Source: an optimization exercise on an open RTL-to-GDS flow (aim: small area and a short achievable clock period). Production flows keep margins and buffers that such runs may drop. In this exercise RTL edits were held to simulation tests only and were not proved equivalent to the original. No activity file was given, so power comes from the tool's default toggle rates.

Setup of run 1:
==> flow/design.v (excerpt) <==
module MemorySystem	(
	input clk,
	input reset,
	input RWB,
	input [5:0] address,
	input [7:0] data,
	output hit,
	output [7:0] MemSysOut
);
==> flow/config.mk <==
export PLATFORM = sky130hd
export DESIGN_NAME = MemorySystem
export DESIGN_NICKNAME = MemorySystem
export VERILOG_FILES = /design/flow/design.v
export SDC_FILE = /design/flow/constraint.sdc
export NUM_CORES = 4
export LEC_CHECK = 0
export CAP_MARGIN = 20
export CORE_MARGIN = 2
export CORE_UTILIZATION = 60
export CTS_BUF_LIST = sky130_fd_sc_hd__clkbuf_16
export CTS_CLUSTER_DIAMETER = 100
export CTS_CLUSTER_SIZE = 30
export PLACE_DENSITY = 0.75
export SETUP_SLACK_MARGIN = 4.4
export SLEW_MARGIN = 20
export SYNTH_HIERARCHICAL = 1
export TNS_END_PERCENT = 5
==> flow/constraint.sdc <==
create_clock -name core_clock -period 10.0 [get_ports {clk}]
set_input_delay 2.0000 -clock core_clock [delete_from_list [all_inputs] [get_ports {clk}]]
set_output_delay 2.0000 -clock core_clock [all_outputs]
set_load 0.01 [all_outputs]
run.sh (not shown) runs the stock make flow with config.mk's settings and CLKGATE_MAP_FILE= SYNTH_SCRIPT=/design/flow/synth_recipe.tcl, a recipe that flattens the netlist after the stock synthesis.
diff inputs: run 1 => run 2
- swapping 0.75 for 0.6 in PLACE_DENSITY
- swapping 60 for 40 in CORE_UTILIZATION
- swapping 4.4 for 5 in SETUP_SLACK_MARGIN
==> run notes <==
- Power delta (run 2 -> run 1): insignificant
- Run 2 vs run 1, launching element of the worst setup path: address[1] vs address[0]
- Delta (run 2 minus run 1): first-iteration detailed-routing DRC count decreased by 590 relative to the old numbers, cell count along the critical path shows a reduction of 1.
- Total vias in the final route improves in run 2 relative to run 1.
Inputs modified between run 2 and run 3:
- CTS_BUF_LIST changed from sky130_fd_sc_hd__clkbuf_16 to sky130_fd_sc_hd__clkbuf_8
- CTS_CLUSTER_DIAMETER changed from 100 to 80
- CORE_UTILIZATION changed from 40 to 60
- PLACE_DENSITY changed from 0.6 to 0.75
- CTS_CLUSTER_SIZE changed from 30 to 16
--- outcome ---
Between run 3 and run 2, the sequential share of layout area does not differ in any meaningful way.
Diff run 3..run 2 | final worst-path setup slack | negligible
Changes observed in run 3 relative to run 2: total congestion overflow essentially unchanged; highest ir drop seen on vdd increased 0.043 mV; routed wire length decreased about 0.9%.
--- input diff run 3..run 4 ---
- PLACE_DENSITY changed from 0.75 to 0.6
- CTS_CLUSTER_SIZE changed from 16 to 30
- CAP_MARGIN changed from 20 to 5
- CTS_BUF_LIST changed from sky130_fd_sc_hd__clkbuf_8 to sky130_fd_sc_hd__clkbuf_16
- SLEW_MARGIN changed from 20 to 5
- CORE_UTILIZATION changed from 60 to 40
- CTS_CLUSTER_DIAMETER changed from 80 to 100
Results
Run 4 completed every stage of the flow, and the final layout passed the timing, design-rule and antenna checks. From run 3 to run 4, flip-flop and latch count did not move at all. Summary: with run 3 as the reference, cell count in run 4 moved up by more than 10%. Detailed placer's ending HPWL: run 3 and run 4 compared, higher one is run 4. The design area was comparable across run 3 and run 4. Number of global-route vias before repair: lower on run 4. Die area delta (run 4 − run 3): unfavourable. Run 3 reports its uppermost layer routed as met4 while run 4 reports met5. In run 4 relative to run 3, global-route wire length before repair had gone down slightly.
Modified inputs, run 5 compared to run 4
- swapping 0.6 for 0.82 in PLACE_DENSITY
- swapping 5 for 20 in CAP_MARGIN
- swapping 5 for 20 in SLEW_MARGIN
- swapping 40 for 70 in CORE_UTILIZATION
Notes after the runs:
The run with more setup slack is run 4; run 5 has less.
Looking at run 5 and run 4, the wire length of the first global-routing pass is a wash.
Summary: with run 4 as the reference, worst voltage drop across the vdd grid in run 5 moved up by more than 10%.

* * *

== run A ==
MemorySystem again, from the RTL that the note above started with.
export LEC_CHECK = 0
export CAP_MARGIN = 20
export CORE_MARGIN = 2
export CORE_UTILIZATION = 40
export CTS_BUF_LIST = sky130_fd_sc_hd__clkbuf_8
export CTS_CLUSTER_DIAMETER = 80
export CTS_CLUSTER_SIZE = 16
export PLACE_DENSITY = 0.6
export SETUP_SLACK_MARGIN = 5
export SLEW_MARGIN = 20
export SYNTH_HIERARCHICAL = 1
export TNS_END_PERCENT = 5
create_clock -name core_clock -period 10.0 [get_ports {clk}]
Run A finished all stages; the layout is clean.
For run B, these inputs were changed with respect to run A:
--- a/flow/config.mk
+++ b/flow/config.mk
@@ -10,5 +10,5 @@
-export CORE_UTILIZATION = 40
-export CTS_BUF_LIST = sky130_fd_sc_hd__clkbuf_8
-export CTS_CLUSTER_DIAMETER = 80
-export CTS_CLUSTER_SIZE = 16
-export PLACE_DENSITY = 0.6
+export CORE_UTILIZATION = 50
+export CTS_BUF_LIST = sky130_fd_sc_hd__clkbuf_16
+export CTS_CLUSTER_DIAMETER = 100
+export CTS_CLUSTER_SIZE = 30
+export PLACE_DENSITY = 0.65
Results
Relative to run A, run B improves area enclosed by the die boundary. Run B vs run A, highest layer used for signal routing: met5 vs met4. Reported for run B and run A, number of distinct standard cells referenced by the synthesized netlist turned out identical to the last digit. Re layout overhead on the synthesized area: run B and run A aren't equal, and the lower value belongs to run B. Going from run A to run B, the post-detailed-route wirelength per cell was found to have gone up by 2.3%.
> inputs changed (run B -> run C)
--- a/flow/config.mk
+++ b/flow/config.mk
@@ -10 +10 @@
-export CORE_UTILIZATION = 50
+export CORE_UTILIZATION = 40
@@ -14 +14 @@
-export PLACE_DENSITY = 0.65
+export PLACE_DENSITY = 0.6
@@ -18 +17,0 @@
-export TNS_END_PERCENT = 5
- Post-route clock period utilization (lower): run B
- The run with more routed wire is run C, not run B.
- Between run B and run C, the flow reports number of gates resized after cts decreasing by a little under 10%.
- Run C: fraction of met2 tracks used by global routing is 8.8 points lower than what run B reported.
- Switching share of power: run C vs run B up 0.28 points
- Area: run C vs run B -> run C larger
- Compared to run B, run C reaches a lower achievable clock.
- Diff run C..run B | number of flops mapped to enable cells by yosys | unchanged
- Run C vs run B: fraction of area in registers down
Edits applied to the flow inputs when going from run C to run D:
--- a/flow/config.mk
+++ b/flow/config.mk
@@ -11,3 +11 @@
-export CTS_BUF_LIST = sky130_fd_sc_hd__clkbuf_16
-export CTS_CLUSTER_DIAMETER = 100
-export CTS_CLUSTER_SIZE = 30
+export CTS_BUF_LIST = sky130_fd_sc_hd__clkbuf_4
@@ -15 +13 @@
-export SETUP_SLACK_MARGIN = 5
+export SETUP_SLACK_MARGIN = 4
Findings:
Run D — total power 19% higher, run C as reference. When run D is measured against run C, its combinational power share turns out 2.2 points lower. Run D reports a higher final layout net count than run C does. [compare] base=run C new=run D: via count climbed about 4%; minimum period implied by the final worst setup slack climbed 79 ps; highest cell delay on the worst timing path dropped 70 ps. Run D vs run C — wire length reported by the detailed router dropped by a few percent. Run D ended with more final non-filler cell total than run C. Setup WNS run C -> run D: worse. Layout overhead on the synthesized area up 1.7 points in run D wrt run C. From run D to run C, count of flip-flops and latches did not move at all.

## what the ideal ports hide
The flow's constraints put no driver on any port. The routed layouts listed below were extracted and timed again, unchanged, in two steps. Step 1: set_driving_cell puts a clkbuf_16 on clk and a buf_2 on each other input, an assumption about the parent block. Step 2 adds t to the input delays and takes it off the output delays; t is the mean of the earliest and latest rising clock arrival at the registers after step 1. Input paths then give back, and output paths get back, about the clock's delay inside the block. Three values: ideal ports, drivers, drivers and shift; two values: the first two.
run	t, ns	setup slack, ns	hold WS [ns]	worst setup path at the end
run 1	0.615	4.165 / 4.046 / 4.046	0.489 / 0.489 / 0.489	input to output
run 2	0.623	4.150 / 4.022 / 4.022	0.483 / 0.483 / 0.483	input to output
run 3	0.652	4.152 / 4.018 / 4.018	0.488 / 0.488 / 0.488	input to output
run 4	0.623	4.150 / 4.022 / 4.022	0.483 / 0.483 / 0.483	input to output
run 5	0.619	4.114 / 3.985 / 3.985	0.507 / 0.507 / 0.507	input to output
run A	0.692	4.123 / 3.942 / 3.942	0.482 / 0.482 / 0.482	input to output
run B	0.628	4.199 / 4.108 / 4.108	0.489 / 0.489 / 0.489	input to output
run C	0.625	4.122 / 3.964 / 3.964	0.486 / 0.486 / 0.486	input to output
run D	0.889	4.044 / 3.991 / 3.991	0.471 / 0.471 / 0.471	input to output
After both steps setup and hold are still met in every run listed. For run A, which loses most, drivers alone change the setup slack by -0.181 ns; drivers and shift together by -0.181 ns.
